This design comes from an exercise in tuning for small area, a short achievable clock period and few clock cycles on the open sky130 flow, not from production work. At most, simulation tests tie the RTL to the original design; equivalence was not proved. Only the layout flow was run in runs 1 to 3; the RTL was not checked for function there. Power figures rest on the tool's default switching activity, not on a simulated workload.

**config.mk**
```make
export PLATFORM = sky130hd
export DESIGN_NAME = coprocessador
export DESIGN_NICKNAME = coprocessador
export VERILOG_FILES = /design/flow/design.v
export SDC_FILE = /design/flow/constraint.sdc
export NUM_CORES = 8
export LEC_CHECK = 0
export CAP_MARGIN = 40
export CORE_MARGIN = 2
export CORE_UTILIZATION = 65
export CTS_BUF_LIST = sky130_fd_sc_hd__clkbuf_8 sky130_fd_sc_hd__clkbuf_16
export CTS_CLUSTER_DIAMETER = 60
export CTS_CLUSTER_SIZE = 30
export PLACE_DENSITY = 0.75
export SLEW_MARGIN = 40
```
**constraint.sdc**
```tcl
create_clock -name core_clock -period 20.0 [get_ports {clk}]
set_input_delay 4.0000 -clock core_clock [delete_from_list [all_inputs] [get_ports {clk}]]
set_output_delay 4.0000 -clock core_clock [all_outputs]
set_load 0.01 [all_outputs]
```
**design.v**
```verilog
module mul8bc2(a, b, p, ovf);
	input  [7:0] a, b;
	output [7:0] p;
	output ovf;
	wire t1 = a[0] & b[0];
	wire t2 = a[0] & b[1];
	wire t3 = a[0] & b[2];
	wire t4 = a[0] & b[3];
	wire t5 = a[0] & b[4];
	wire t6 = a[0] & b[5];
	wire t7 = a[0] & b[6];
	wire t8 = a[0] & b[7];
	wire t9 = a[1] & b[0];
	wire t10 = a[1] & b[1];
	wire t11 = a[1] & b[2];
	wire t12 = a[1] & b[3];
	wire t13 = a[1] & b[4];
	wire t14 = a[1] & b[5];
	wire t15 = a[1] & b[6];
	wire t16 = a[2] & b[0];
	wire t17 = a[2] & b[1];
	wire t18 = a[2] & b[2];
	wire t19 = a[2] & b[3];
	wire t20 = a[2] & b[4];
	wire t21 = a[2] & b[5];
	wire t22 = a[3] & b[0];
	wire t23 = a[3] & b[1];
	wire t24 = a[3] & b[2];
	wire t25 = a[3] & b[3];
	wire t26 = a[3] & b[4];
	wire t27 = a[4] & b[0];
	wire t28 = a[4] & b[1];
	wire t29 = a[4] & b[2];
	wire t30 = a[4] & b[3];
	wire t31 = a[5] & b[0];
	wire t32 = a[5] & b[1];
	wire t33 = a[5] & b[2];
	wire t34 = a[6] & b[0];
	wire t35 = a[6] & b[1];
	wire t36 = a[7] & b[0];
	wire t37 = t7 ^ t14;
	wire t38 = t7 & t14;
	wire t39 = t8 ^ t15 ^ t21;
	wire t40 = t26 ^ t30;
	wire t41 = t5 ^ t12;
	wire t42 = t5 & t12;
	wire t43 = t6 ^ t13 ^ t19;
	wire t44 = (t6 & t13) | (t6 & t19) | (t13 & t19);
	wire t45 = t24 ^ t28;
	wire t46 = t24 & t28;
	wire t47 = t20 ^ t25 ^ t29;
	wire t48 = (t20 & t25) | (t20 & t29) | (t25 & t29);
	wire t49 = t32 ^ t34 ^ t37;
	wire t50 = (t32 & t34) | (t32 & t37) | (t34 & t37);
	wire t51 = t33 ^ t35 ^ t36;
	wire t52 = t39 ^ t40 ^ t38;
	wire t53 = t4 ^ t11;
	wire t54 = t4 & t11;
	wire t55 = t18 ^ t23 ^ t27;
	wire t56 = (t18 & t23) | (t18 & t27) | (t23 & t27);
	wire t57 = t31 ^ t43 ^ t45;
	wire t58 = (t31 & t43) | (t31 & t45) | (t43 & t45);
	wire t59 = t47 ^ t49 ^ t44;
	wire t60 = (t47 & t49) | (t47 & t44) | (t49 & t44);
	wire t61 = t51 ^ t52 ^ t48;
	wire t62 = t3 ^ t10;
	wire t63 = t3 & t10;
	wire t64 = t17 ^ t22 ^ t53;
	wire t65 = (t17 & t22) | (t17 & t53) | (t22 & t53);
	wire t66 = t41 ^ t55 ^ t54;
	wire t67 = (t41 & t55) | (t41 & t54) | (t55 & t54);
	wire t68 = t42 ^ t57 ^ t56;
	wire t69 = (t42 & t57) | (t42 & t56) | (t57 & t56);
	wire t70 = t46 ^ t59 ^ t58;
	wire t71 = (t46 & t59) | (t46 & t58) | (t59 & t58);
	wire t72 = t50 ^ t61 ^ t60;
	wire [7:0] ra = {t72, t70, t68, t66, t64, t16, t2, t1};
	wire [7:0] rb = {t71, t69, t67, t65, t63, t62, t9, 1'b0};
	assign p = ra + rb;
	wire [6:0] da = a[7:1] ^ a[6:0];
	wire [6:0] db = b[7:1] ^ b[6:0];
	wire [8:0] ga, gb;
	genvar n;
	generate
		for (n = 0; n < 9; n = n + 1) begin : th
			if (n < 2) begin : lo
				assign ga[n] = 1'b1;
				assign gb[n] = 1'b1;
			end else begin : hi
				assign ga[n] = |da[6:n-2];
				assign gb[n] = |db[6:n-2];
			end
		end
	endgenerate
	wire [8:0] hb = gb & ~{1'b0, gb[8:1]};
	wire ge11 = |(hb[8:3] & {ga[3], ga[4], ga[5], ga[6], ga[7], ga[8]});
	wire ge10 = |(hb[8:2] & {ga[2], ga[3], ga[4], ga[5], ga[6], ga[7], ga[8]});
	wire ge9  = |(hb[8:1] & {ga[1], ga[2], ga[3], ga[4], ga[5], ga[6], ga[7], ga[8]});
	wire sgn = a[7] ^ b[7];
	assign ovf = ge11 | (ge10 & ((p[7] ^ sgn) | (p == 8'd0))) | (ge9 & ~sgn & (p == 8'h80));
endmodule
module coprocessador(
	instruction,
	clk,
	rst,
	wr,
	dataOut,
	incorrect_addr_flag,
	overflow_flag,
	done_flag
);
	input [17:0] instruction;
	input clk, rst, wr;
	output reg [7:0] dataOut;
	output reg incorrect_addr_flag;
	output overflow_flag;
	output done_flag;
	localparam NOP = 3'b000, LOAD = 3'b001, STORE = 3'b010, ADD = 3'b011,
	           SUB = 3'b100, MULE = 3'b101, MULM = 3'b110, RST = 3'b111;
	wire [2:0] opcode = instruction[2:0];
	reg armed;         
	reg done;
	reg [17:0] ir;     
	reg ir_wr;
	reg st_pend;       
	reg clr_pend;      
	reg czero;         
	reg rst_q;         
	reg go_pend;       
	reg ovf;
	wire start = armed & (opcode != NOP) & ~rst;
	wire op_in = (opcode == ADD) | (opcode == SUB) | (opcode == MULE) | (opcode == MULM);
	wire start_op = start & op_in;
	assign done_flag = done;
	assign overflow_flag = ovf;
	reg is_mulm, is_mule, is_add, is_sub;
	wire [7:0] scal = ir[10:3];    
	reg act1;                  
	reg [4:0] j1, k1;          
	reg [7:0] xq [0:4];
	reg [7:0] yq;
	wire busy = act1;
	wire last1 = is_mulm ? (j1[4] & k1[4]) : j1[4];
	wire first1 = ~is_mulm | k1[0];
	wire [4:0] kn = is_mulm ? {k1[3:0], k1[4]} : 5'b00001;
	wire [4:0] jn = (is_mulm & ~k1[4]) ? j1 : {j1[3:0], j1[4]};
	always @(posedge clk) begin
		ir <= instruction;
		ir_wr <= wr;
		rst_q <= rst;
		if (rst) begin
			armed <= 1'b1;
			done <= 1'b0;
			st_pend <= 1'b0;
			clr_pend <= 1'b0;
			act1 <= 1'b0;
			go_pend <= 1'b0;
		end else begin
			armed <= (opcode == NOP);
			st_pend <= start & (opcode == STORE);
			clr_pend <= start & (opcode == RST);
			if (start) begin
				done <= ~op_in;
			end else if (act1 & last1) begin
				done <= 1'b1;
			end
			go_pend <= start_op & rst_q;
			if ((start_op & ~rst_q) | go_pend) begin
				act1 <= 1'b1;
			end else if (last1) begin
				act1 <= 1'b0;
			end
		end
		if (~busy & ~go_pend) begin
			is_mulm <= (opcode == MULM);
			is_mule <= (opcode == MULE);
			is_add <= (opcode == ADD);
			is_sub <= (opcode == SUB);
		end
		if (act1) begin
			j1 <= jn;
			k1 <= kn;
		end else begin
			j1 <= 5'b00001;
			k1 <= 5'b00001;
		end
	end
	wire ld_in = (opcode == LOAD);
	wire st_in = (opcode == STORE);
	wire bad_in = ld_in ? ((instruction[5:3] > 3'd4) | (instruction[8:6] > 3'd4)) :
	                      ((instruction[6:4] > 3'd4) | (instruction[9:7] > 3'd4));
	always @(posedge clk) begin
		incorrect_addr_flag <= ((ld_in | st_in) & bad_in) | ((opcode == NOP) & incorrect_addr_flag);
	end
	reg [7:0] A [0:4][0:4];
	reg [7:0] B [0:4][0:4];
	wire clear = rst_q | clr_pend;
	wire [7:0] wdata = ir[17:10] & {8{~clear}};
	wire st_ok = st_pend & ir_wr;
	genvar r, c;
	generate
		for (r = 0; r < 5; r = r + 1) begin : gr
			for (c = 0; c < 5; c = c + 1) begin : gc
				wire hit = st_ok & (ir[9:7] == r) & (ir[6:4] == c);
				always @(posedge clk) begin
					if (clear | (hit & ~ir[3])) A[r][c] <= wdata;
					if (clear | (hit & ir[3])) B[r][c] <= wdata;
				end
			end
		end
	endgenerate
	reg [7:0] C [0:4][0:4];
	always @(posedge clk) begin
		if (rst | (start & (opcode == RST))) czero <= 1'b1;
		else if (act1) czero <= 1'b0;
	end
	wire [4:0] lrow, lcol;
	generate
		for (c = 0; c < 5; c = c + 1) begin : ld
			assign lrow[c] = (instruction[8:6] == c);
			assign lcol[c] = (instruction[5:3] == c);
		end
	endgenerate
	wire [4:0] lrowg = lrow & {5{ld_in & ~czero}};
	reg [7:0] lrowv [0:4];
	reg [7:0] lval;
	integer i, k;
	always @(*) begin
		lval = dataOut & {8{opcode == NOP}};
		for (i = 0; i < 5; i = i + 1) begin
			lrowv[i] = 8'd0;
			for (k = 0; k < 5; k = k + 1)
				lrowv[i] = lrowv[i] | (C[i][k] & {8{lcol[k]}});
			lval = lval | (lrowv[i] & {8{lrowg[i]}});
		end
	end
	always @(posedge clk) begin
		dataOut <= lval;
	end
	wire [4:0] sa = ~act1 ? 5'b00001 : is_mulm ? kn : jn;    
	wire [4:0] sb = is_mulm ? jn : j1;                       
	reg [7:0] acol [0:4];
	reg [7:0] bcol [0:4];
	reg [7:0] bnext;
	always @(*) begin
		bnext = 8'd0;
		for (i = 0; i < 5; i = i + 1) begin
			acol[i] = 8'd0;
			bcol[i] = 8'd0;
			for (k = 0; k < 5; k = k + 1) begin
				acol[i] = acol[i] | (A[i][k] & {8{sa[k]}});
				bcol[i] = bcol[i] | (B[i][k] & {8{sb[k]}});
			end
			bnext = bnext | (bcol[i] & {8{kn[i]}});
		end
	end
	always @(posedge clk) begin
		for (i = 0; i < 5; i = i + 1) xq[i] <= acol[i];
		if (~act1)
			yq <= (opcode == MULM) ? B[0][0] : (opcode == MULE) ? instruction[10:3] : 8'd1;
		else
			yq <= is_mulm ? bnext : is_mule ? scal : 8'd1;
	end
	wire [4:0] mov;
	wire [7:0] prod [0:4];
	wire [4:0] aov;
	wire [4:0] b80;
	generate
		for (r = 0; r < 5; r = r + 1) begin : lane
			mul8bc2 m(xq[r], yq, prod[r], mov[r]);
			wire [7:0] left = is_mulm ? (first1 ? 8'd0 : C[r][4]) :
			                  is_add ? bcol[r] : is_sub ? ~bcol[r] : 8'd0;
			wire [7:0] sum = left + prod[r] + {7'd0, is_sub};
			assign aov[r] = (left[7] == prod[r][7]) & (sum[7] != left[7]);
			assign b80[r] = is_sub & (bcol[r] == 8'h80);
			always @(posedge clk) begin
				if (act1) begin
					if (first1) begin
						C[r][0] <= C[r][1];
						C[r][1] <= C[r][2];
						C[r][2] <= C[r][3];
						C[r][3] <= C[r][4];
					end
					C[r][4] <= sum;
				end
			end
		end
	endgenerate
	always @(posedge clk) begin
		if (start_op) ovf <= 1'b0;
		else if (act1) ovf <= ovf | (|mov) | (|aov) | (|b80);
	end
endmodule
```
**flow/run.sh**
```bash
#!/bin/bash
# The standard layout with these changes:
#  - after the standard synthesis, its combinational logic is mapped again by
#    abc with an area-recovering script (flow/reabc.tcl, flow/area.abc); the
#    flip-flops, tie cells and adder cells stay as the standard synthesis made
#    them, with their names;
#  - plain buffers (instead of delay cells) on the ports;
#  - a clock tree without dummy loads.
set -euo pipefail
R="$PWD/orfs/results/${FLOW_PLATFORM}/coprocessador/base"
CTS='-sink_clustering_enable -repair_clock_nets -sink_clustering_size 30 -sink_clustering_max_diameter 60 -buf_list {sky130_fd_sc_hd__clkbuf_8 sky130_fd_sc_hd__clkbuf_16} -dont_use_dummy_load'
ARGS=(SETUP_SLACK_MARGIN=15 'BUFFER_PORTS_ARGS=-buffer_cell sky130_fd_sc_hd__buf_4' "CTS_ARGS=$CTS")
bash standard.sh "${ARGS[@]}" "$R/1_2_yosys.v" > flow_synth.log 2>&1
cp "$R/1_2_yosys.v" "$R/1_2_yosys_standard.v"
REABC_LIB="${FLOW_HOME}/platforms/${FLOW_PLATFORM}/lib/sky130_fd_sc_hd__tt_025C_1v80.lib" \
REABC_IN="$R/1_2_yosys_standard.v" REABC_OUT="$R/1_2_yosys.v" REABC_TOP="$FLOW_TOP" \
REABC_SCRIPT="$PWD/flow/area.abc" \
  yosys -c flow/reabc.tcl > flow_reabc.log 2>&1
bash standard.sh "${ARGS[@]}" finish > flow_make.log 2>&1
```
**flow/area.abc**
```
strash
&get -n
&dch -f
&nf -R 1000
&put
```
**flow/reabc.tcl**
```tcl
# Re-maps the combinational logic of the standard synthesis for area.
# The flip-flops (and tie cells) are kept as they are, with their names.
yosys -import
set lib $::env(REABC_LIB)
read_liberty -ignore_miss_func $lib
set keep {}
# flip-flops, tie cells and the standard synthesis's adder cells stay as they are
foreach c [list dfxtp_1 edfxtp_1 conb_1 fa_1 ha_1] { lappend keep sky130_fd_sc_hd__$c }
blackbox {*}$keep
read_verilog $::env(REABC_IN)
hierarchy -top $::env(REABC_TOP)
flatten
opt_clean -purge
# cell definitions (as black boxes) for the cells abc puts back
read_liberty -lib -nooverwrite $lib
abc -liberty $lib -script $::env(REABC_SCRIPT) -dont_use sky130_fd_sc_hd__fa_1 -dont_use sky130_fd_sc_hd__fa_2 -dont_use sky130_fd_sc_hd__fa_4 -dont_use sky130_fd_sc_hd__fah_1 -dont_use sky130_fd_sc_hd__fahcin_1 -dont_use sky130_fd_sc_hd__fahcon_1 -dont_use sky130_fd_sc_hd__ha_1 -dont_use sky130_fd_sc_hd__ha_2 -dont_use sky130_fd_sc_hd__ha_4 -dont_use sky130_fd_sc_hd__lpflow_bleeder_1 -dont_use sky130_fd_sc_hd__lpflow_clkbufkapwr_1 -dont_use sky130_fd_sc_hd__lpflow_clkbufkapwr_16 -dont_use sky130_fd_sc_hd__lpflow_clkbufkapwr_2 -dont_use sky130_fd_sc_hd__lpflow_clkbufkapwr_4 -dont_use sky130_fd_sc_hd__lpflow_clkbufkapwr_8 -dont_use sky130_fd_sc_hd__lpflow_clkinvkapwr_1 -dont_use sky130_fd_sc_hd__lpflow_clkinvkapwr_16 -dont_use sky130_fd_sc_hd__lpflow_clkinvkapwr_2 -dont_use sky130_fd_sc_hd__lpflow_clkinvkapwr_4 -dont_use sky130_fd_sc_hd__lpflow_clkinvkapwr_8 -dont_use sky130_fd_sc_hd__lpflow_decapkapwr_12 -dont_use sky130_fd_sc_hd__lpflow_decapkapwr_3 -dont_use sky130_fd_sc_hd__lpflow_decapkapwr_4 -dont_use sky130_fd_sc_hd__lpflow_decapkapwr_6 -dont_use sky130_fd_sc_hd__lpflow_decapkapwr_8 -dont_use sky130_fd_sc_hd__lpflow_inputiso0n_1 -dont_use sky130_fd_sc_hd__lpflow_inputiso0p_1 -dont_use sky130_fd_sc_hd__lpflow_inputiso1n_1 -dont_use sky130_fd_sc_hd__lpflow_inputiso1p_1 -dont_use sky130_fd_sc_hd__lpflow_inputisolatch_1 -dont_use sky130_fd_sc_hd__lpflow_isobufsrc_1 -dont_use sky130_fd_sc_hd__lpflow_isobufsrc_16 -dont_use sky130_fd_sc_hd__lpflow_isobufsrc_2 -dont_use sky130_fd_sc_hd__lpflow_isobufsrc_4 -dont_use sky130_fd_sc_hd__lpflow_isobufsrc_8 -dont_use sky130_fd_sc_hd__lpflow_isobufsrckapwr_16 -dont_use sky130_fd_sc_hd__lpflow_lsbuf_lh_hl_isowell_tap_1 -dont_use sky130_fd_sc_hd__lpflow_lsbuf_lh_hl_isowell_tap_2 -dont_use sky130_fd_sc_hd__lpflow_lsbuf_lh_hl_isowell_tap_4 -dont_use sky130_fd_sc_hd__lpflow_lsbuf_lh_isowell_4 -dont_use sky130_fd_sc_hd__lpflow_lsbuf_lh_isowell_tap_1 -dont_use sky130_fd_sc_hd__lpflow_lsbuf_lh_isowell_tap_2 -dont_use sky130_fd_sc_hd__lpflow_lsbuf_lh_isowell_tap_4 -dont_use sky130_fd_sc_hd__probe_p_8 -dont_use sky130_fd_sc_hd__probec_p_8 
opt_clean -purge
setundef -zero
splitnets
opt_clean -purge
hilomap -singleton -hicell sky130_fd_sc_hd__conb_1 HI -locell sky130_fd_sc_hd__conb_1 LO
insbuf -buf sky130_fd_sc_hd__buf_4 A X
check -assert
stat -liberty $lib
write_verilog -noattr -nohex -nodec $::env(REABC_OUT)
```
**standard.sh**
```bash
#!/bin/bash
# synth_recipe.tcl (not shown) runs the flow's synth.tcl, then flattens the netlist and writes it again
# the make line also repeats each setting of config.mk as NAME=value (left out here)
make -C /OpenROAD-flow-scripts/flow DESIGN_CONFIG=/design/flow/config.mk WORK_HOME=/design/flow/orfs CLKGATE_MAP_FILE= SYNTH_SCRIPT=/design/flow/synth_recipe.tcl "${@:-finish}"
```
==> run summary, run 1 <==
- Max-Cap Viols: 0
- Die W: 228 um
- P_int: about 2400 uW
- DIE AREA: 51,900 um2
- Relative slew margins: 41.8%
- Startpoint type of the worst setup path: register
- Clock sink count: slightly below 700
- H-tree levels: 2
- Drt pass-1 iters: 8
- Routed Antenna Nets: 0
- Worst-Skew Late Latency: approximately 0.63 ns
- CTS buffer count: 42
- RSZ-0062 raised after global routing: yes
- Share of layout cells above drive strength 1: approximately a tenth
- Longest Clk Path Bufs: 3
- Antenna violations before repair: 1
- Fin Setup TNS: 0 ns
- Slew Viols, Final: 0
- Seq pwr share: a little over half
- Die height: approximately 230 um
- Part of the power in the clock network: 24.0%
- Starting Density: 65.4%
- Worst Skew: approximately 0.13 ns
- Final Hold Fails: 0
- Detail Placement HPWL: 57,600 um
- Synthesized area per cell: approximately 13 um2
- Part of the cycle the worst path needs: 25.6%
- CP required: 20.38 ns
- Area Overhead vs Synth: 10.5%
- Total global-route track usage: 33.8%
- Ys Warns: 15
- Most common cell after layout, fill and taps aside: edfxtp_1
- Post-CTS Hold Buffers: 0
- Post-Syn Area: approximately 33,000 um2
- Hold slack final: 0.399 ns
- Fmax: around 200 MHz
- Leakage: approximately 0.013 uW
- CTS clk-pin slew, worst paths: ~0.07 ns
- Hold Crit Class: register to register
- Vias in the first global route: between 20,000 and 25,000
- Total gr overflow: 0
- Slew @ Worst Pin: roughly 0.86 ns
- CTS tree: built
- Initial DRC Count: 3,390
- Crit-path max FO: 31
- Syn_nets: approximately 2,700
- Row cnt: about 80
- Worst VDD drop: 0.0877 mV
- CTS Root Cell: clkbuf_16
- Pwr Density: roughly 93 nW/um2
- CP Class: register to register
- Core ar.: around 50,000 um2
- Io pins: 32
- Final setup vio count: 0
- Nets: between 2,000 and 3,000
- Gpl congestion: between 0.9 and 1
- Crit path capture type: register
- Switch Pwr: ~1000 uW
- Via density per instance: approximately 6.8
- Number of remaining DRC errors: 0
- DR WL/cell: about 26 um
- Port bufs: 31
- WL final: roughly 88,000 um
- Commonest cells after routing, fill and taps aside: edfxtp_1 (604), nand2_1 (317), clkinv_1 (135)
- Post-Synthesis Cells: roughly 2,500
- Switching share of power: 29.1%
- Comb power frac: 22.4%
- Total number of vias: 22,500
- Post-layout min period: ~5.1 ns
- Outcome: no timing/DRC/antenna violations
- Reg-to-reg setup timing slack: between 10 and 15 ns
- Largest net degree at the start of global routing: around 100
- CP arrival: approximately 5.5 ns
- First-pass GRT wire length: roughly 130,000 um
[path summary, 6_finish.rpt]
| check | from | to | cells after the start |
|---|---|---|---|
| max | is_mulm$_DFFE_PP_ | ovf$_SDFFE_PP0P_ | 22 |
| min | C[21][7]$_DFFE_PP_ | C[20][7]$_DFFE_PP_ | 0 |
| max reg2reg | is_mulm$_DFFE_PP_ | ovf$_SDFFE_PP0P_ | 22 |
| min reg2reg | C[21][7]$_DFFE_PP_ | C[20][7]$_DFFE_PP_ | 0 |
[cell type report]
| class | count | area [um2] |
|---|---|---|
| flip-flops and latches | 696 | 20000 |
| fillers | 3340 | 13900 |
| multi-input cells | 1663 | 12500 |
| repair buffers | 109 | 1060 |
| clock buffers | 42 | 1050 |
| well taps | 672 | 841 |
| inverters | 138 | 548 |
| diodes | 1 | 2.50 |
[metal layers]
metal / vias to the layer above / share of wire (%) / track usage, %
li1: 9807 / - / -
met1: 11100 / 39 / 48.0
met2: 1367 / 46 / 52.8
met3: 238 / 11 / 5.64
met4: 0 / 4.2 / 13.8
met5: - / 0 / 0
[power groups by stage]
stage / Clock (uW) / Combinational [uW] / Sequential [uW]
after floorplan: 0 / 484 / 1790
after global placement: 0 / 669 / 1830
after detailed placement: 0 / 693 / 1830
after CTS: 811 / 727 / 1800
after global routing: 857 / 818 / 1810
final: 808 / 753 / 1800
[worst max-delay path, cell delays in order, from the launching register on]
cell       delay, ns
edfxtp_1        0.42
buf_12          0.20
nand2_8         0.16
mux2_4          0.35
buf_4           0.17
a222oi_1        0.39
clkinv_1        0.19
a221oi_4        0.34
nand2_1         0.08
o21ai_0         0.12
nand2_1         0.12
ha_1            0.29
a21o_1          0.16
a21oi_1         0.24
o21bai_1        0.12
a21oi_1         0.25
o21bai_1        0.11
a21oi_2         0.23
nor2_1          0.10
a2111oi_2       0.43
o221ai_1        0.20
nor2_1          0.14
nor3_1          0.06
[metrics by stage]
stage	setup WS, ns	instance area (um2)	power (uW)	util, %	std cells
after detailed placement	13.92	34100	2520	68.4	3242
after global placement	13.78	34000	2490	68.2	3238
final	14.87	36000	3360	72.2	3321
after CTS	14.88	35800	3340	71.7	3313
after floorplan	14.62	32700	2280	-	2500
after global routing	14.64	36000	3490	72.2	3320
[flip-flops by register name, summed over array words and instances (netlist names), 5 cells and up]
signal and count:
dataOut 8, j1 5, yq 8, A 200
xq 40, B 200, ir 15, k1 5
C 200
[repair_timing]
item / in CTS / in global routing
setup endpoints to repair: 26 / 21
gates resized for setup: 89 / 43
pin swaps: 18 / 10
gates cloned: 7 / 0
setup buffers: 22 / 6
==> run 2: changes to the inputs <==
--- a/design.v
+++ b/design.v
@@ -182,2 +182,3 @@
 			k1 <= kn;
+			sb <= (is_mulm & kn[4]) ? {jn[3:0], jn[4]} : jn;
 		end else begin
@@ -185,2 +186,3 @@
 			k1 <= 5'b00001;
+			sb <= 5'b00001;
 		end
@@ -240,3 +242,3 @@
 	wire [4:0] sa = ~act1 ? 5'b00001 : is_mulm ? kn : jn;    
-	wire [4:0] sb = is_mulm ? jn : j1;                       
+	reg [4:0] sb;
 	reg [7:0] acol [0:4];
==> run summary, run 2 <==
- CP arrival: 5.73 ns (was 5.50 ns)
- Area Overhead vs Synth: 11.4% (was 10.5%)
- Total global-route track usage: 33.6% (was 33.8%)
- Hold path cells: 0 (unchanged)
- Post-CTS Hold Buffers: 0 (unchanged)
- Post-layout util: 73.1% (was 72.2%)
- Vias in the first global route: 21,400 (was 22,000)
- Final setup vio count: 0 (unchanged)
- Number of fill cells in the layout: 3,201 (was 3,340)
- CTS clk-pin slew, worst paths: 0.09 ns (was 0.07 ns)
- Max-Cap Viols: 0 (unchanged)
- CTS buffer count: 42 (unchanged)
- Worst r2r path cells: 19 (was 22)
- Post-Synthesis Cells: 2,496 (was 2,500)
- Commonest cells after routing, fill and taps aside: edfxtp_1 (604), nand2_1 (290), clkinv_1 (136) (was edfxtp_1 (604), nand2_1 (317), clkinv_1 (135))
- Antenna violations before repair: 2 (was 1)
- Total gr overflow: 0 (unchanged)
- Worst-Skew Late Latency: 0.63 ns (about the same)
- Worst Skew: 0.121 ns (was 0.131 ns)
- Hold Crit Class: register to register (unchanged)
- Post-Syn Area: 32,800 um2 (was 32,600 um2)
- Total power: 3410 uW (was 3360 uW)
- WL final: 90,300 um (was 87,700 um)
- Number of remaining DRC errors: 0 (unchanged)
- Synthesized area per cell: 13.1 um2 (was 13.0 um2)
- Most common cell after layout, fill and taps aside: edfxtp_1 (unchanged)
- Multi-input gate area: 12,600 um2 (was 12,500 um2)
- CTS Root Cell: clkbuf_16 (unchanged)
- Final Instance Area: 36,500 um2 (was 36,000 um2)
- Placed standard-cell area: 34,300 um2 (was 34,100 um2)
- Largest net degree at the start of global routing: 94 (was 101)
- First-pass GRT wire length: 132,000 um (was 133,000 um)
- DIE AREA: 52,200 um2 (was 51,900 um2)
- Slew @ Worst Pin: 0.898 ns (was 0.864 ns)
- Longest Clk Path Bufs: 3 (unchanged)
- Port bufs: 31 (unchanged)
- Relative slew margins: 39.8% (was 41.8%)
- DR WL/cell: 27.1 um (was 26.4 um)
- Initial DRC Count: 3,440 (was 3,390)
- Final Hold Fails: 0 (unchanged)
- Pwr Density: 93.5 nW/um2 (was 93.4 nW/um2)
- Via density per instance: 6.79 (was 6.77)
- Startpoint type of the worst setup path: input port (was register)
- RSZ-0062 raised after global routing: yes (unchanged)
- Io pins: 32 (unchanged)
- CTS tree: built (unchanged)
- Largest regs: A x200, B x200, C x200 (unchanged)
- Slew Viols, Final: 0 (unchanged)
- Gpl congestion: 0.950 (was 0.975)
- Die W: 228 um (about the same)
- Part of the cycle the worst path needs: 26.2% (was 25.6%)
- Share of layout cells above drive strength 1: 11.7% (was 10.5%)
- Crit path capture type: register (unchanged)
- Starting Density: 65.6% (was 65.4%)
- Fin Setup TNS: 0 ns (unchanged)
- Outcome: no timing/DRC/antenna violations (unchanged)
- Core ar.: 50,000 um2 (was 49,900 um2)
- Leakage: 0.0131 uW (was 0.0130 uW)
- Syn_nets: 2,667 (was 2,671)
- Routed Antenna Nets: 0 (unchanged)
- Nets: 2,836 (was 2,821)
- Drt pass-1 iters: 8 (unchanged)
- Total number of vias: 22,700 (was 22,500)
- Sequential cell area: 20,100 um2 (was 20,000 um2)
- Die height: 228 um (about the same)
- Fmax: 191 MHz (was 195 MHz)
- Worst VDD drop: 0.106 mV (was 0.0877 mV)
- Detail Placement HPWL: 58,800 um (was 57,600 um)
- CP required: 20.49 ns (was 20.38 ns)
- Hold slack final: 0.372 ns (was 0.399 ns)
- Clock sink count: 701 (was 696)
- Row cnt: 82 (unchanged)
- Post-layout min period: 5.24 ns (was 5.13 ns)
- Ant. Diodes: 0 (was 1)
- Ys Warns: 15 (unchanged)
- H-tree levels: 2 (unchanged)
- Crit-path max FO: 7 (was 31)
- CP Class: input port to register (was register to register)
-- run 2: repair_timing --
item	CTS	global route
pin swaps	22	22
gates resized for setup	82	52
setup buffers	25	17
gates cloned	3	2
setup endpoints to repair	20	20
-- run 2: worst max-delay path, stage by stage --
cell	delay, ns
buf_16	0.12
buf_16	0.14
mux4_2	0.53
a21oi_2	0.12
o21bai_1	0.14
o32ai_2	0.11
nor3_1	0.26
o31a_1	0.23
o21ai_1	0.06
-- run 2: path summary, 6_finish.rpt --
check | start | to | slack (ns)
setup / recovery | instruction[3] | dataOut[7]$_DFF_P_ | 14.76
hold / removal | C[23][5]$_DFFE_PP_ | C[22][5]$_DFFE_PP_ | 0.37
setup reg to reg | yq[5]$_DFF_P_ | ovf$_SDFFE_PP0P_ | 15.00
hold reg to reg | C[23][5]$_DFFE_PP_ | C[22][5]$_DFFE_PP_ | 0.37
-- run 2: stage by stage --
stage | setup WS, ns | cells
CTS | 14.84 | 3315
finish | 14.76 | 3335
global route | 14.72 | 3335
detailed placement | 13.73 | 3245
global placement | 13.79 | 3244
floorplan | 14.50 | 2496
-- run 2: cell type report --
type                            count  area share (%)
Clock buffer                       42            2.88
Tap cell                          672            2.30
Inverter                          137            1.48
Sequential cell                   701            55.1
Timing Repair Buffer              133            3.63
Multi-Input combinational cell   1650            34.6
-- run 2: report_power, final --
group	switching, uW	internal, uW
Sequential	91.0	1730
Combinational	479	294
Clock	444	373
Total	1010	2400
-- run 2: layer usage --
layer	vias to the layer above	global-route usage [%]	share of wire, %
met3	227	3.54	9.2
met1	11300	49.4	39
met5	-	0	0
li1	9804	-	-
met2	1330	52.7	48
met4	0	12.2	3.9
==> run 3: changes to the inputs <==
--- a/config.mk
+++ b/config.mk
@@ -7,3 +7,3 @@
 export LEC_CHECK = 0
-export CAP_MARGIN = 40
+export CAP_MARGIN = 10
 export CORE_MARGIN = 2
@@ -14,2 +14,2 @@
 export PLACE_DENSITY = 0.75
-export SLEW_MARGIN = 40
+export SLEW_MARGIN = 10
==> run summary, run 3 <==
- Port bufs: 31 (unchanged)
- Antenna violations before repair: 3 (was 2)
- Ys Warns: 15 (unchanged)
- CTS clk-pin slew, worst paths: 0.09 ns (about the same)
- Hold Startpoint: C[23][5]$_DFFE_PP_ (unchanged)
- Hold Crit Class: register to register (unchanged)
- Startpoint type of the worst setup path: input port (unchanged)
- Fin Setup TNS: 0 ns (unchanged)
- CP Class: input port to register (unchanged)
- Part of the power in the clock network: 23.6% (was 23.9%)
- Largest net degree at the start of global routing: 94 (unchanged)
- Syn_nets: 2,667 (unchanged)
- Fmax: 190 MHz (was 191 MHz)
- Final Hold Fails: 0 (unchanged)
- Area Overhead vs Synth: 10.3% (was 11.4%)
- Starting Density: 65.6% (unchanged)
- Switching share of power: 29.5% (was 29.7%)
- DIE AREA: 52,200 um2 (unchanged)
- Crit path capture type: register (unchanged)
- Number of fill cells in the layout: 3,247 (was 3,201)
- CTS buffer count: 41 (was 42)
- Switch Pwr: 996 uW (was 1010 uW)
- Vias in the first global route: 21,200 (was 21,400)
- P_int: 2380 uW (was 2400 uW)
- Final setup vio count: 0 (unchanged)
- Total number of vias: 22,500 (was 22,700)
- Seq pwr share: 54.0% (was 53.4%)
- Leakage: 0.0129 uW (was 0.0131 uW)
- Gpl congestion: 0.950 (unchanged)
- Launch point of the worst reg-to-reg path: yq[5]$_DFF_P_ (unchanged)
- Clock sink count: 701 (unchanged)
- DR WL/cell: 26.8 um (was 27.1 um)
- CTS tree: built (unchanged)
- Worst VDD drop: 0.0851 mV (was 0.106 mV)
- Post-Synthesis Cells: 2,496 (unchanged)
- Core ar.: 50,000 um2 (unchanged)
- Multi-input gate area: 12,500 um2 (was 12,600 um2)
- Relative slew margins: 19.0% (was 39.8%)
- Post-layout min period: 5.27 ns (was 5.24 ns)
- Detail Placement HPWL: 58,500 um (was 58,800 um)
- WL final: 88,700 um (was 90,300 um)
- Die W: 228 um (unchanged)
- Ant. Diodes: 0 (unchanged)
- Part of the cycle the worst path needs: 26.3% (was 26.2%)
- Sequential cell area: 20,100 um2 (about the same)
- Nets: 2,816 (was 2,836)
- Io pins: 32 (unchanged)
- CP required: 20.46 ns (was 20.49 ns)
- Die height: 228 um (unchanged)
- Commonest cells after routing, fill and taps aside: edfxtp_1 (604), nand2_1 (290), clkinv_1 (136) (unchanged)
- H-tree levels: 2 (unchanged)
- Max-Cap Viols: 0 (unchanged)
- Share of layout cells above drive strength 1: 10.1% (was 11.7%)
- Pwr Density: 93.5 nW/um2 (about the same)
- CTS Root Cell: clkbuf_16 (unchanged)
- Synthesized area per cell: 13.1 um2 (unchanged)
- Slew @ Worst Pin: 1.22 ns (was 0.898 ns)
- Hold slack final: 0.415 ns (was 0.372 ns)
- Total gr overflow: 0 (unchanged)
- Via density per instance: 6.77 (was 6.79)
- Slew Viols, Final: 0 (unchanged)
- Largest regs: A x200, B x200, C x200 (unchanged)
- Worst Skew: 0.0785 ns (was 0.121 ns)
- Total global-route track usage: 33.1% (was 33.6%)
- CP arrival: 5.73 ns (about the same)
- Routed Antenna Nets: 0 (unchanged)
- Drt pass-1 iters: 9 (was 8)
- Most common cell after layout, fill and taps aside: edfxtp_1 (unchanged)
- Post-Syn Area: 32,800 um2 (unchanged)
- RSZ-0062 raised after global routing: yes (unchanged)
- Post-CTS Hold Buffers: 0 (unchanged)
- Longest Clk Path Bufs: 3 (unchanged)
- Launch point of the worst path: instruction[3] (unchanged)
- Comb power frac: 22.4% (was 22.7%)
- First-pass GRT wire length: 130,000 um (was 132,000 um)
- Crit-path max FO: 6 (was 7)
- Initial DRC Count: 3,151 (was 3,440)
- Worst-Skew Late Latency: 0.61 ns (was 0.63 ns)
- Outcome: no timing/DRC/antenna violations (unchanged)
- Number of remaining DRC errors: 0 (unchanged)
- Row cnt: 82 (unchanged)
run 3: power groups by stage:
stage	Combinational (uW)	Sequential [uW]	Clock, uW
after global routing	818	1830	852
after CTS	723	1820	799
final	757	1820	797
after floorplan	471	1820	0
after detailed placement	695	1850	0
after global placement	677	1850	0
run 3: path summary, 6_finish.rpt:
check | to | slack (ns) | cells past startpoint
worst max-delay path | dataOut[1]$_DFF_P_ | 14.73 | 8
worst min-delay path | C[22][5]$_DFFE_PP_ | 0.41 | 0
worst min register to register | C[22][5]$_DFFE_PP_ | 0.41 | 0
worst max register to register | ovf$_SDFFE_PP0P_ | 15.03 | 20
run 3: what timing repair did:
item | in CTS | in global routing
pin swaps | 13 | 20
buffers inserted | 7 | 14
endpoints found under the setup margin | 21 | 20
gates cloned | 2 | 3
gates resized for setup | 83 | 51
run 3: layout make-up:
cell class / instances / share of cell area, %
Tap cell: 672 / 2.33
Inverter: 137 / 1.50
Timing Repair inverter: 2 / 0.0623
Sequential cell: 701 / 55.7
Clock buffer: 41 / 2.84
Timing Repair Buffer: 112 / 2.88
Multi-Input combinational cell: 1650 / 34.7
run 3: metal layers:
layer  vias up  routed length (um)  global-route usage, %  share of wire (%)
met5         -                   0                      0                  0
met4         0                3570                   12.0                4.0
met3       221                8320                   3.92                9.4
met2      1367               41600                   51.9                 47
met1     11100               35200                   48.5                 40
li1       9771                   -                      -                  -
run 3: critical path, cell delays in order:
cell,delay [ns]
clkbuf_16,0.15
mux4_2,0.52
a21oi_1,0.20
o21bai_4,0.17
o32ai_4,0.11
nor2_1,0.23
o31a_1,0.26
o21ai_2,0.08
run 3: metrics by stage:
stage	worst slack (ns)	cells	power [uW]	area [um2]	utilization (%)
3_5_place_dp	13.66	3244	2550	34300	68.6
2_1_floorplan	14.50	2496	2290	32800	-
5_1_grt	14.74	3315	3500	36100	72.3
4_1_cts	14.88	3294	3340	35700	71.5
3_3_place_gp	13.79	3244	2530	34300	68.6
6_report	14.73	3315	3380	36100	72.3
==> run 4: changes to the inputs <==
--- a/design.v
+++ b/design.v
@@ -182,3 +182,2 @@
 			k1 <= kn;
-			sb <= (is_mulm & kn[4]) ? {jn[3:0], jn[4]} : jn;
 		end else begin
@@ -186,11 +185,10 @@
 			k1 <= 5'b00001;
-			sb <= 5'b00001;
-		end
-	end
-	wire ld_in = (opcode == LOAD);
-	wire st_in = (opcode == STORE);
-	wire bad_in = ld_in ? ((instruction[5:3] > 3'd4) | (instruction[8:6] > 3'd4)) :
-	                      ((instruction[6:4] > 3'd4) | (instruction[9:7] > 3'd4));
-	always @(posedge clk) begin
-		incorrect_addr_flag <= ((ld_in | st_in) & bad_in) | ((opcode == NOP) & incorrect_addr_flag);
+		end
+	end
+	wire ld_go = start & (opcode == LOAD);
+	wire st_go = start & (opcode == STORE);
+	wire bad_in = (opcode == LOAD) ? ((instruction[5:3] > 3'd4) | (instruction[8:6] > 3'd4)) :
+	                                 ((instruction[6:4] > 3'd4) | (instruction[9:7] > 3'd4));
+	always @(posedge clk) begin
+		incorrect_addr_flag <= ((ld_go | st_go) & bad_in) | (~start & incorrect_addr_flag);
 	end
@@ -225,3 +223,3 @@
 	endgenerate
-	wire [4:0] lrowg = lrow & {5{ld_in & ~czero}};
+	wire [4:0] lrowg = lrow & {5{ld_go & ~czero}};
 	reg [7:0] lrowv [0:4];
@@ -230,3 +228,3 @@
 	always @(*) begin
-		lval = dataOut & {8{opcode == NOP}};
+		lval = dataOut & {8{~start}};
 		for (i = 0; i < 5; i = i + 1) begin
@@ -242,3 +240,3 @@
 	wire [4:0] sa = ~act1 ? 5'b00001 : is_mulm ? kn : jn;    
-	reg [4:0] sb;
+	wire [4:0] sb = is_mulm ? jn : j1;                       
 	reg [7:0] acol [0:4];
--- a/config.mk
+++ b/config.mk
@@ -7,3 +7,3 @@
 export LEC_CHECK = 0
-export CAP_MARGIN = 10
+export CAP_MARGIN = 40
 export CORE_MARGIN = 2
@@ -14,2 +14,2 @@
 export PLACE_DENSITY = 0.75
-export SLEW_MARGIN = 10
+export SLEW_MARGIN = 40
==> run summary, run 4 <==
- Part of the cycle the worst path needs: 25.6% (was 26.3%)
- Worst Skew: 0.0811 ns (was 0.0785 ns)
- First-pass GRT wire length: 130,000 um (about the same)
- Post-CTS Hold Buffers: 0 (unchanged)
- CTS Root Cell: clkbuf_16 (unchanged)
- Hold path endpoint: C[2][1]$_DFFE_PP_ (was C[22][5]$_DFFE_PP_)
- Die height: 227 um (was 228 um)
- Row cnt: 81 (was 82)
- Io pins: 32 (unchanged)
- Sequential cell area: 20,000 um2 (was 20,100 um2)
- CP max stage cell: dfxtp_4 (was mux4_2)
- Outcome: no timing/DRC/antenna violations (unchanged)
- Placed standard-cell area: 34,100 um2 (was 34,300 um2)
- Fin Setup TNS: 0 ns (unchanged)
- WL final: 88,500 um (was 88,700 um)
- CP Class: register to primary output (was input port to register)
- Total global-route track usage: 33.7% (was 33.1%)
- Starting Density: 66.0% (was 65.6%)
- Routed Antenna Nets: 0 (unchanged)
- Family with the most delay on the worst path: flip-flops (was compound AO/OA/AOI/OAI gates)
- CTS tree: built (unchanged)
- Largest regs: A x200, B x200, C x200 (unchanged)
- Detail Placement HPWL: 57,200 um (was 58,500 um)
- DIE AREA: 51,700 um2 (was 52,200 um2)
- Ys Warns: 15 (unchanged)
- Leakage: 0.0129 uW (about the same)
- Die W: 227 um (was 228 um)
- Most common cell after layout, fill and taps aside: edfxtp_1 (unchanged)
- Worst r2r path cells: 20 (unchanged)
- Reg-to-reg setup timing slack: 15.00 ns (was 15.03 ns)
- Synthesized area per cell: 12.6 um2 (was 13.1 um2)
- Hold path cells: 0 (unchanged)
- H-tree levels: 2 (unchanged)
- Crit-path max FO: 2 (was 6)
- Max-Cap Viols: 0 (unchanged)
- Startpoint type of the worst setup path: register (was input port)
- Post-layout min period: 5.12 ns (was 5.27 ns)
- Final Hold Fails: 0 (unchanged)
- Hold Crit Class: register to register (unchanged)
- Final setup vio count: 0 (unchanged)
- Multi-input gate area: 12,500 um2 (about the same)
- DR WL/cell: 26.0 um (was 26.8 um)
- Nets: 2,917 (was 2,816)
- CP required: 16.00 ns (was 20.46 ns)
- Clock sink count: 696 (was 701)
- Drt pass-1 iters: 7 (was 9)
- Total gr overflow: 0 (unchanged)
- Launch point of the worst reg-to-reg path: yq[6]$_DFF_P_ (was yq[5]$_DFF_P_)
- CP arrival: 1.12 ns (was 5.73 ns)
- Gpl congestion: 0.946 (was 0.950)
- Slew @ Worst Pin: 0.852 ns (was 1.22 ns)
- Share of layout cells above drive strength 1: 10.4% (was 10.1%)
- Worst VDD drop: 0.0869 mV (was 0.0851 mV)
- Launch point of the worst path: incorrect_addr_flag$_DFF_P_ (was instruction[3])
- CTS buffer count: 40 (was 41)
- Number of fill cells in the layout: 3,151 (was 3,247)
- Longest Clk Path Bufs: 3 (unchanged)
- Total number of vias: 22,900 (was 22,500)
- Antenna violations before repair: 0 (was 3)
- Buffer and inverter count on the worst path: 1 (unchanged)
- Port bufs: 31 (unchanged)
- CTS clk-pin slew, worst paths: 0.10 ns (was 0.09 ns)
- RSZ-0062 raised after global routing: yes (unchanged)
- Pwr Density: 98.6 nW/um2 (was 93.5 nW/um2)
- Area Overhead vs Synth: 11.4% (was 10.3%)
- Post-Syn Area: 32,500 um2 (was 32,800 um2)
- Relative slew margins: 43.2% (was 19.0%)
- CP max stage delay: 0.40 ns (was 0.52 ns)
- Critical-path cell list: buf_6 (was clkbuf_16, mux4_2, a21oi_1, o21bai_4, o32ai_4, nor2_1, o31a_1, o21ai_2)
- Largest net degree at the start of global routing: 88 (was 94)
- RR Endpoint: ovf$_SDFFE_PP0P_ (unchanged)
- Slew Viols, Final: 0 (unchanged)
- Fmax: 195 MHz (was 190 MHz)
- Syn_nets: 2,753 (was 2,667)
- Number of remaining DRC errors: 0 (unchanged)
- Hold Startpoint: C[3][1]$_DFFE_PP_ (was C[23][5]$_DFFE_PP_)
- Via density per instance: 6.72 (was 6.77)
- Initial DRC Count: 3,409 (was 3,151)
- Core ar.: 49,200 um2 (was 50,000 um2)
- Crit path capture type: primary output (was register)
- Final Instance Area: 36,200 um2 (was 36,100 um2)
- Post-Synthesis Cells: 2,582 (was 2,496)
- Vias in the first global route: 21,400 (was 21,200)
- Commonest cells after routing, fill and taps aside: edfxtp_1 (604), nand2_1 (290), clkinv_1 (182) (was edfxtp_1 (604), nand2_1 (290), clkinv_1 (136))
- Worst-Skew Late Latency: 0.62 ns (was 0.61 ns)
[run 4: layout make-up]
cell class	count	share of cell area, %
Antenna cell	1	0.00692
Multi-Input combinational cell	1700	34.5
Inverter	184	1.91
Timing Repair Buffer	124	3.23
Clock buffer	40	2.77
Sequential cell	696	55.3
Tap cell	664	2.30
[run 4: worst max-delay path by stage]
stage | endpoint | slack, ns | depth (start not counted)
CTS | incorrect_addr_flag | 14.88 | 1
detailed placement | dataOut[1]$_DFF_P_ | 13.68 | 8
floorplan | dataOut[1]$_DFF_P_ | 14.64 | 9
global placement | dataOut[5]$_DFF_P_ | 13.82 | 8
finish | incorrect_addr_flag | 14.88 | 1
global route | ovf$_SDFFE_PP0P_ | 14.84 | 23
[run 4: repair_timing]
| action | CTS | global route |
|---|---|---|
| cloned | 3 | 6 |
| gates resized for setup | 82 | 74 |
| setup buffers | 16 | 13 |
| pin swaps | 18 | 22 |
| endpoints found under the setup margin | 25 | 22 |
[run 4: metal layers]
| metal | global-route usage, % | vias up | wire (um) |
|---|---|---|---|
| met5 | 0 | - | 0 |
| met4 | 10.8 | 0 | 3270 |
| met3 | 5.10 | 227 | 9450 |
| met2 | 53.0 | 1460 | 41300 |
| met1 | 49.0 | 11100 | 34500 |
| li1 | - | 10100 | - |
[run 4: worst register-to-register path, stage by stage, from the launching register on]
cell and delay, ns:
dfxtp_1 0.33, buf_6 0.17, and2_0 0.17, ha_1 0.28, clkinv_1 0.07, fa_1 0.46, fa_1 0.52, clkinv_1 0.07
fa_1 0.49, ha_4 0.32, xor2_1 0.15, a21oi_1 0.05, a22oi_1 0.18, a31o_1 0.25, ha_4 0.26, a21oi_4 0.21
o21ai_2 0.12, nor4_4 0.33, nand4_1 0.15, nor3_2 0.20, nor3_1 0.05
[run 4: where the power goes]
group	leakage, uW	switching, uW	total, uW	internal [uW]
clock network	0.000493	431	787	356
logic	0.00563	577	937	360
registers	0.00681	104	1840	1740
total	0.0129	1110	3570	2460
[run 4: stage by stage]
stage / cells / setup WS, ns / total power [uW] / hold WS, ns / util [%]
after floorplan: 2582 / 14.64 / 2430 / 0.421 / -
after global placement: 3324 / 13.82 / 2700 / 0.421 / 69.1
after detailed placement: 3327 / 13.68 / 2730 / 0.427 / 69.3
after CTS: 3386 / 14.88 / 3520 / 0.433 / 72.3
after global routing: 3408 / 14.84 / 3710 / 0.436 / 73.6
final: 3409 / 14.88 / 3570 / 0.430 / 73.6
Testbench counts of run 4, summed over its fixed seeds: cycles 27,000.
==> run 5: changes to the inputs <==
--- a/design.v
+++ b/design.v
@@ -120,11 +120,7 @@
 	wire [2:0] opcode = instruction[2:0];
+	wire [7:0] scal = instruction[10:3];    
 	reg armed;         
 	reg done;
-	reg [17:0] ir;     
-	reg ir_wr;
-	reg st_pend;       
 	reg clr_pend;      
 	reg czero;         
-	reg rst_q;         
-	reg go_pend;       
 	reg ovf;
@@ -136,8 +132,7 @@
 	reg is_mulm, is_mule, is_add, is_sub;
-	wire [7:0] scal = ir[10:3];    
 	reg act1;                  
 	reg [4:0] j1, k1;          
+	reg [4:0] sb;              
 	reg [7:0] xq [0:4];
 	reg [7:0] yq;
-	wire busy = act1;
 	wire last1 = is_mulm ? (j1[4] & k1[4]) : j1[4];
@@ -147,5 +142,2 @@
 	always @(posedge clk) begin
-		ir <= instruction;
-		ir_wr <= wr;
-		rst_q <= rst;
 		if (rst) begin
@@ -153,9 +145,6 @@
 			done <= 1'b0;
-			st_pend <= 1'b0;
 			clr_pend <= 1'b0;
 			act1 <= 1'b0;
-			go_pend <= 1'b0;
 		end else begin
 			armed <= (opcode == NOP);
-			st_pend <= start & (opcode == STORE);
 			clr_pend <= start & (opcode == RST);
@@ -166,4 +155,3 @@
 			end
-			go_pend <= start_op & rst_q;
-			if ((start_op & ~rst_q) | go_pend) begin
+			if (start_op) begin
 				act1 <= 1'b1;
@@ -173,3 +161,3 @@
 		end
-		if (~busy & ~go_pend) begin
+		if (~act1) begin
 			is_mulm <= (opcode == MULM);
@@ -182,2 +170,3 @@
 			k1 <= kn;
+			sb <= (is_mulm & kn[4]) ? {jn[3:0], jn[4]} : jn;
 		end else begin
@@ -185,10 +174,11 @@
 			k1 <= 5'b00001;
-		end
-	end
-	wire ld_go = start & (opcode == LOAD);
-	wire st_go = start & (opcode == STORE);
-	wire bad_in = (opcode == LOAD) ? ((instruction[5:3] > 3'd4) | (instruction[8:6] > 3'd4)) :
-	                                 ((instruction[6:4] > 3'd4) | (instruction[9:7] > 3'd4));
-	always @(posedge clk) begin
-		incorrect_addr_flag <= ((ld_go | st_go) & bad_in) | (~start & incorrect_addr_flag);
+			sb <= 5'b00001;
+		end
+	end
+	wire ld_in = (opcode == LOAD);
+	wire st_in = (opcode == STORE);
+	wire bad_in = ld_in ? ((instruction[5:3] > 3'd4) | (instruction[8:6] > 3'd4)) :
+	                      ((instruction[6:4] > 3'd4) | (instruction[9:7] > 3'd4));
+	always @(posedge clk) begin
+		incorrect_addr_flag <= ((ld_in | st_in) & bad_in) | ((opcode == NOP) & incorrect_addr_flag);
 	end
@@ -196,5 +186,5 @@
 	reg [7:0] B [0:4][0:4];
-	wire clear = rst_q | clr_pend;
-	wire [7:0] wdata = ir[17:10] & {8{~clear}};
-	wire st_ok = st_pend & ir_wr;
+	wire clear = rst | clr_pend;
+	wire [7:0] wdata = instruction[17:10] & {8{~clear}};
+	wire st_ok = st_in & wr;
 	genvar r, c;
@@ -203,6 +193,6 @@
 			for (c = 0; c < 5; c = c + 1) begin : gc
-				wire hit = st_ok & (ir[9:7] == r) & (ir[6:4] == c);
+				wire hit = st_ok & (instruction[9:7] == r) & (instruction[6:4] == c);
 				always @(posedge clk) begin
-					if (clear | (hit & ~ir[3])) A[r][c] <= wdata;
-					if (clear | (hit & ir[3])) B[r][c] <= wdata;
+					if (clear | (hit & ~instruction[3])) A[r][c] <= wdata;
+					if (clear | (hit & instruction[3])) B[r][c] <= wdata;
 				end
@@ -223,3 +213,3 @@
 	endgenerate
-	wire [4:0] lrowg = lrow & {5{ld_go & ~czero}};
+	wire [4:0] lrowg = lrow & {5{ld_in & ~czero}};
 	reg [7:0] lrowv [0:4];
@@ -228,3 +218,3 @@
 	always @(*) begin
-		lval = dataOut & {8{~start}};
+		lval = dataOut & {8{opcode == NOP}};
 		for (i = 0; i < 5; i = i + 1) begin
@@ -240,3 +230,2 @@
 	wire [4:0] sa = ~act1 ? 5'b00001 : is_mulm ? kn : jn;    
-	wire [4:0] sb = is_mulm ? jn : j1;                       
 	reg [7:0] acol [0:4];
@@ -253,3 +242,3 @@
 			end
-			bnext = bnext | (bcol[i] & {8{kn[i]}});
+			bnext = bnext | (bcol[i] & {8{k1[(i + 4) % 5]}});
 		end
@@ -259,3 +248,3 @@
 		if (~act1)
-			yq <= (opcode == MULM) ? B[0][0] : (opcode == MULE) ? instruction[10:3] : 8'd1;
+			yq <= (opcode == MULM) ? B[0][0] : (opcode == MULE) ? scal : 8'd1;
 		else
--- a/config.mk
+++ b/config.mk
@@ -7,3 +7,3 @@
 export LEC_CHECK = 0
-export CAP_MARGIN = 40
+export CAP_MARGIN = 0
 export CORE_MARGIN = 2
@@ -14,2 +14,2 @@
 export PLACE_DENSITY = 0.75
-export SLEW_MARGIN = 40
+export SLEW_MARGIN = 0
==> run summary, run 5 <==
- Outcome: no timing/DRC/antenna violations (unchanged)
- Family with the most delay on the worst path: flip-flops (unchanged)
- Dpl ws: 13.36 ns (was 13.68 ns)
- Reg-to-reg setup timing slack: 15.10 ns (was 15.00 ns)
- Row cnt: 81 (unchanged)
- Crit. path cell count: 1 (unchanged)
- Via density per instance: 6.96 (was 6.72)
- Leakage: 0.0127 uW (was 0.0129 uW)
- Detail Placement HPWL: 55,900 um (was 57,200 um)
- Gpl congestion: 1.01 (was 0.946)
- Fmax: 196 MHz (was 195 MHz)
- Slew Viols, Final: 0 (unchanged)
- CP required: 16.00 ns (about the same)
- Fin Setup TNS: 0 ns (unchanged)
- RR Endpoint: ovf$_SDFFE_PP0P_ (unchanged)
- Switch Pwr: 1070 uW (was 1110 uW)
- CP arrival: 1.09 ns (was 1.12 ns)
- Part of the power in the clock network: 22.6% (was 22.1%)
- RSZ-0062 raised after global routing: yes (unchanged)
- CTS clk-pin slew, worst paths: 0.10 ns (about the same)
- Post-layout min period: 5.09 ns (was 5.12 ns)
- CP max stage cell: dfxtp_4 (unchanged)
- Drt pass-1 iters: 10 (was 7)
- Synthesized area per cell: 12.9 um2 (was 12.6 um2)
- Antenna violations before repair: 2 (was 0)
- Clock sink count: 682 (was 696)
- DR WL/cell: 28.1 um (was 26.0 um)
- Number of remaining DRC errors: 0 (unchanged)
- Total global-route track usage: 35.4% (was 33.7%)
- Ys Warns: 15 (unchanged)
- Final Instance Area: 35,700 um2 (was 36,200 um2)
- Total number of vias: 22,400 (was 22,900)
- Worst-Skew Late Latency: 0.61 ns (was 0.62 ns)
- Routed Antenna Nets: 0 (unchanged)
- Nets: 2,769 (was 2,917)
- Syn_nets: 2,637 (was 2,753)
- Worst setup endpoint: done_flag (was incorrect_addr_flag)
- Worst Skew: 0.0839 ns (was 0.0811 ns)
- Part of the cycle the worst path needs: 25.5% (was 25.6%)
- CTS buffer count: 40 (unchanged)
- Worst r2r path cells: 17 (was 20)
- CTS tree: built (unchanged)
- Hold Crit Class: register to register (unchanged)
- Post-Syn Area: 31,800 um2 (was 32,500 um2)
- Longest Clk Path Bufs: 3 (unchanged)
- Total gr overflow: 0 (unchanged)
- CTS Root Cell: clkbuf_16 (unchanged)
- Port bufs: 31 (unchanged)
- WL final: 90,500 um (was 88,500 um)
- Max-Cap Viols: 0 (unchanged)
- Slew @ Worst Pin: 1.17 ns (was 0.852 ns)
- Most common cell after layout, fill and taps aside: edfxtp_1 (unchanged)
- Placed standard-cell area: 33,300 um2 (was 34,100 um2)
- DIE AREA: 50,700 um2 (was 51,700 um2)
- Post-Synthesis Cells: 2,466 (was 2,582)
- Largest regs: A x200, B x200, C x200 (unchanged)
- P_int: 2400 uW (was 2460 uW)
- Ant. Diodes: 0 (was 1)
- Io pins: 32 (unchanged)
- Startpoint type of the worst setup path: register (unchanged)
- Seq pwr share: 52.3% (was 51.7%)
- Area Overhead vs Synth: 12.2% (was 11.4%)
- Share of layout cells above drive strength 1: 11.1% (was 10.4%)
- CP Class: register to primary output (unchanged)
- Launch point of the worst reg-to-reg path: yq[5]$_DFF_P_ (was yq[6]$_DFF_P_)
- Vias in the first global route: 21,500 (was 21,400)
- Comb power frac: 25.1% (was 26.3%)
- Commonest cells after routing, fill and taps aside: edfxtp_1 (604), nand2_1 (296), a22oi_1 (156) (was edfxtp_1 (604), nand2_1 (290), clkinv_1 (182))
- Pwr Density: 97.3 nW/um2 (was 98.6 nW/um2)
- Critical-path cell list: buf_6 (unchanged)
- Buffer and inverter count on the worst path: 1 (unchanged)
- Initial DRC Count: 3,636 (was 3,409)
- Crit-path max FO: 2 (unchanged)
- Die height: 225 um (was 227 um)
- Core ar.: 48,600 um2 (was 49,200 um2)
- Starting Density: 65.4% (was 66.0%)
- CP max stage delay: 0.39 ns (was 0.40 ns)
- Relative slew margins: 22.2% (was 43.2%)
- Launch point of the worst path: done$_SDFFE_PP0P_ (was incorrect_addr_flag$_DFF_P_)
- Switching share of power: 30.9% (was 31.2%)
- First-pass GRT wire length: 133,000 um (was 130,000 um)
- Die W: 225 um (was 227 um)
- Crit path capture type: primary output (unchanged)
- Final setup vio count: 0 (unchanged)
- Largest net degree at the start of global routing: 86 (was 88)
- Final Hold Fails: 0 (unchanged)
- Setup WS post-layout: 14.91 ns (was 14.88 ns)
- H-tree levels: 2 (unchanged)
- Worst VDD drop: 0.102 mV (was 0.0869 mV)
-- run 5: cell types whose count changed in the layout (fill, tap and decap cells not counted), sizes merged, moves of 14 or more --
| cell | change |
|---|---|
| a221oi | -51 |
| a22oi | +83 |
| buf | -35 |
| clkinv | -53 |
| dfxtp | -14 |
| nor2 | -35 |
| o21ai | -55 |
-- run 5: repair_timing --
action	in CTS	in global routing
hold buffers	0	0
setup endpoints to repair	820	390
pin swaps	23	9
resized for setup	158	36
hold endpoints to repair	0	0
gates cloned	13	3
setup buffers	15	7
-- run 5: routing by layer --
metal  vias to the layer above  routed length [um]  GRT usage (%)
met2                      1494               42400           56.5
li1                       9672                   -              -
met4                         2                4090           14.0
met5                         -                  11              0
met3                       264               10200           7.82
met1                     11000               33700           47.8
-- run 5: worst min path at each step --
| stage | start | slack (ns) | depth (start not counted) | endpoint |
|---|---|---|---|---|
| 2_1_floorplan | A[4][6]$_DFFE_PP_ | 0.42 | 2 | xq[0][6]$_DFF_P_ |
| 3_3_place_gp | C[1][3]$_DFFE_PP_ | 0.43 | 0 | C[0][3]$_DFFE_PP_ |
| 3_5_place_dp | C[8][4]$_DFFE_PP_ | 0.43 | 0 | C[7][4]$_DFFE_PP_ |
| 4_1_cts | C[13][7]$_DFFE_PP_ | 0.42 | 0 | C[12][7]$_DFFE_PP_ |
| 5_1_grt | C[8][3]$_DFFE_PP_ | 0.43 | 0 | C[7][3]$_DFFE_PP_ |
| 6_report | C[13][7]$_DFFE_PP_ | 0.42 | 0 | C[12][7]$_DFFE_PP_ |
-- run 5: cell type report --
type | count | area (um2)
multi-input combinational | 1659 | 12700
fill | 3095 | 13000
inverter | 130 | 503
timing repair buffer | 85 | 977
tap | 622 | 778
clock buffer | 40 | 1000
sequential | 682 | 19700
-- run 5: power by group through the flow --
stage	combinational, uW	sequential (uW)	clock [uW]
after global placement	792	1840	0
after CTS	844	1810	782
after detailed placement	813	1850	0
after global routing	942	1830	831
after floorplan	572	1810	0
final	872	1820	787
-- run 5: through the flow --
stage	hold WS, ns	cells	total power [uW]	util (%)
final	0.422	3218	3470	73.4
after global routing	0.428	3218	3600	73.4
after CTS	0.422	3208	3440	72.7
after detailed placement	0.433	3140	2660	68.5
after global placement	0.428	3140	2630	68.5
after floorplan	0.418	2466	2390	-
Testbench counts of run 5, summed over its fixed seeds: cycles 27,000.
==> run 6: changes to the inputs <==
--- a/config.mk
+++ b/config.mk
@@ -7,3 +7,3 @@
 export LEC_CHECK = 0
-export CAP_MARGIN = 0
+export CAP_MARGIN = 40
 export CORE_MARGIN = 2
@@ -14,2 +14,2 @@
 export PLACE_DENSITY = 0.75
-export SLEW_MARGIN = 0
+export SLEW_MARGIN = 40
==> run summary, run 6 <==
- Outcome: no timing/DRC/antenna violations (unchanged)
- Largest regs: A x200, B x200, C x200 (unchanged)
- First-pass GRT wire length: 134,000 um (was 133,000 um)
- Vias in the first global route: 21,400 (was 21,500)
- Final non-filler cell total: 3,232 (was 3,218)
- Synthesized area per cell: 12.9 um2 (unchanged)
- Gpl congestion: 1.01 (unchanged)
- RSZ-0062 raised after global routing: yes (unchanged)
- Detail Placement HPWL: 55,900 um (about the same)
- Share of layout cells above drive strength 1: 11.6% (was 11.1%)
- Via density per instance: 6.91 (was 6.96)
- CTS Root Cell: clkbuf_16 (unchanged)
- Pwr Density: 97.2 nW/um2 (was 97.3 nW/um2)
- Startpoint type of the worst setup path: register (unchanged)
- Number of remaining DRC errors: 0 (unchanged)
- Worst-Skew Late Latency: 0.62 ns (was 0.61 ns)
- Family with the most delay on the worst path: flip-flops (unchanged)
- Routed Antenna Nets: 0 (unchanged)
- Worst VDD drop: 0.104 mV (was 0.102 mV)
- Row cnt: 81 (unchanged)
- CP max stage cell: dfxtp_4 (unchanged)
- CP required: 16.00 ns (about the same)
- Setup WS post-layout: 14.89 ns (was 14.91 ns)
- Slew @ Worst Pin: 0.825 ns (was 1.17 ns)
- Critical-path cell list: buf_6 (unchanged)
- Total number of vias: 22,300 (was 22,400)
- Placed cells: 3,142 (was 3,140)
- Drt pass-1 iters: 10 (unchanged)
- Final Hold Fails: 0 (unchanged)
- Clock sink count: 682 (unchanged)
- Post-layout min period: 5.11 ns (was 5.09 ns)
- Total gr overflow: 0 (unchanged)
- Part of the cycle the worst path needs: 25.5% (about the same)
- Dpl ws: 13.55 ns (was 13.36 ns)
- Hold Crit Class: register to register (unchanged)
- Buffer and inverter count on the worst path: 1 (unchanged)
- CTS clk-pin slew, worst paths: 0.11 ns (was 0.10 ns)
- CP max stage delay: 0.38 ns (was 0.39 ns)
- Leakage: 0.0128 uW (was 0.0127 uW)
- Max-Cap Viols: 0 (unchanged)
- CP arrival: 1.11 ns (was 1.09 ns)
- Slew Viols, Final: 0 (unchanged)
- Largest net degree at the start of global routing: 86 (unchanged)
- CTS tree: built (unchanged)
- Worst Skew: 0.107 ns (was 0.0839 ns)
- Die height: 225 um (unchanged)
- Port bufs: 31 (unchanged)
- Fin Setup TNS: 0 ns (unchanged)
- Die W: 225 um (unchanged)
- Io pins: 32 (unchanged)
- Most common cell after layout, fill and taps aside: edfxtp_1 (unchanged)
- Nets: 2,782 (was 2,769)
- Antenna violations before repair: 0 (was 2)
- Ys Warns: 15 (unchanged)
- CTS buffer count: 41 (was 40)
- Initial DRC Count: 3,710 (was 3,636)
- Starting Density: 65.4% (unchanged)
- DIE AREA: 50,700 um2 (unchanged)
- Crit path capture type: primary output (unchanged)
- Relative slew margins: 45.0% (was 22.2%)
- Post-Syn Area: 31,800 um2 (unchanged)
- CP Class: register to primary output (unchanged)
- Total power: 3480 uW (was 3470 uW)
- Final setup vio count: 0 (unchanged)
- Longest Clk Path Bufs: 3 (unchanged)
- Crit-path max FO: 2 (unchanged)
- Area Overhead vs Synth: 12.5% (was 12.2%)
- H-tree levels: 2 (unchanged)
- Core ar.: 48,600 um2 (unchanged)
- Commonest cells after routing, fill and taps aside: edfxtp_1 (604), nand2_1 (296), a22oi_1 (155) (was edfxtp_1 (604), nand2_1 (296), a22oi_1 (156))
- DR WL/cell: 28.0 um (was 28.1 um)
- Post-Synthesis Cells: 2,466 (unchanged)
- Total global-route track usage: 35.9% (was 35.4%)
- Post-CTS Hold Buffers: 0 (unchanged)
- Syn_nets: 2,637 (unchanged)
- WL final: 90,500 um (about the same)
- Fmax: 196 MHz (about the same)
## run 6: final timing paths
check / start / to / slack, ns / cells past startpoint
worst max register to register: yq[5]$_DFF_P_ / ovf$_SDFFE_PP0P_ / 15.08 / 17
worst min-delay path: C[8][6]$_DFFE_PP_ / C[7][6]$_DFFE_PP_ / 0.43 / 0
worst max-delay path: dataOut[7]$_DFF_P_ / dataOut[7] / 14.89 / 1
worst min register to register: C[8][6]$_DFFE_PP_ / C[7][6]$_DFFE_PP_ / 0.43 / 0
## run 6: where the power goes
part	switching [uW]	total, uW	internal (uW)
combinational	542	873	332
clock	427	791	364
sequential	101	1810	1710
total	1070	3480	2410
## run 6: layer usage
| layer | vias to the layer above | share of wire, % | global-route usage (%) |
|---|---|---|---|
| met1 | 10900 | 37 | 48.6 |
| met3 | 232 | 11 | 7.08 |
| met2 | 1462 | 47 | 57.8 |
| met4 | 0 | 4.4 | 13.9 |
| met5 | - | 0 | 0 |
| li1 | 9693 | - | - |
## run 6: area by class of cell
type                            count  area, um2
Clock buffer                       41       1030
Antenna cell                        1       2.50
Timing Repair Buffer               94       1050
Multi-Input combinational cell   1662      12700
Tap cell                          622        778
Fill cell                        3078      12900
Sequential cell                   682      19700
Inverter                          130        502
## run 6: metrics by stage
step	utilization (%)	instance area [um2]	hold slack, ns
4_1_cts	73.0	35500	0.429
6_report	73.6	35800	0.432
5_1_grt	73.6	35800	0.438
3_5_place_dp	68.6	33400	0.433
2_1_floorplan	-	32100	0.418
3_3_place_gp	68.5	33300	0.428
## run 6: repair_timing
action                     CTS  global route
hold endpoints to repair     0             0
gates resized for setup    170            27
setup buffers               15            15
setup endpoints to repair  819           256
pin swaps                   18            12
cloned                      17             1

port drivers added, routing unchanged:
In the flow no input, the clock included, has a driving cell. The finished layouts below were timed again as built, in two steps.
Step 1, drivers: a clkbuf_16 drives clk and a buf_2 each remaining input, both assumed.
Step 2 adds t to the input delays and takes it off the output delays; t is the mean of the earliest and latest rising clock arrival at the registers after step 1. Input paths then give back, and output paths get back, about the clock's delay inside the block.
a / b / c = ideal / step 1 / step 2; a / b = the first two.
run | t (ns) | setup WS [ns] | worst hold slack (ns) | worst setup path at the end | slew at the worst register clock pin (ns)
run 1 | 0.629 | 14.874 / 14.809 / 14.180 | 0.399 / 0.399 / 0.399 | input to register | 0.11 / 0.11
run 2 | 0.634 | 14.762 / 14.674 / 14.039 | 0.372 / 0.372 / 0.372 | input to register | 0.11 / 0.11
run 3 | 0.626 | 14.731 / 14.468 / 13.842 | 0.415 / 0.415 / 0.415 | input to register | 0.10 / 0.10
run 4 | 0.647 | 14.884 / 14.819 / 14.220 | 0.430 / 0.430 / 0.430 | input to register | 0.11 / 0.11
run 5 | 0.627 | 14.907 / 14.849 / 14.358 | 0.422 / 0.422 / 0.422 | input to register | 0.11 / 0.11
run 6 | 0.627 | 14.891 / 14.833 / 14.383 | 0.432 / 0.432 / 0.432 | input to register | 0.11 / 0.11
After both steps every run listed still meets setup and hold. The setup slack of run 3, which loses most, moves by -0.263 ns with the drivers and by -0.889 ns with both steps.
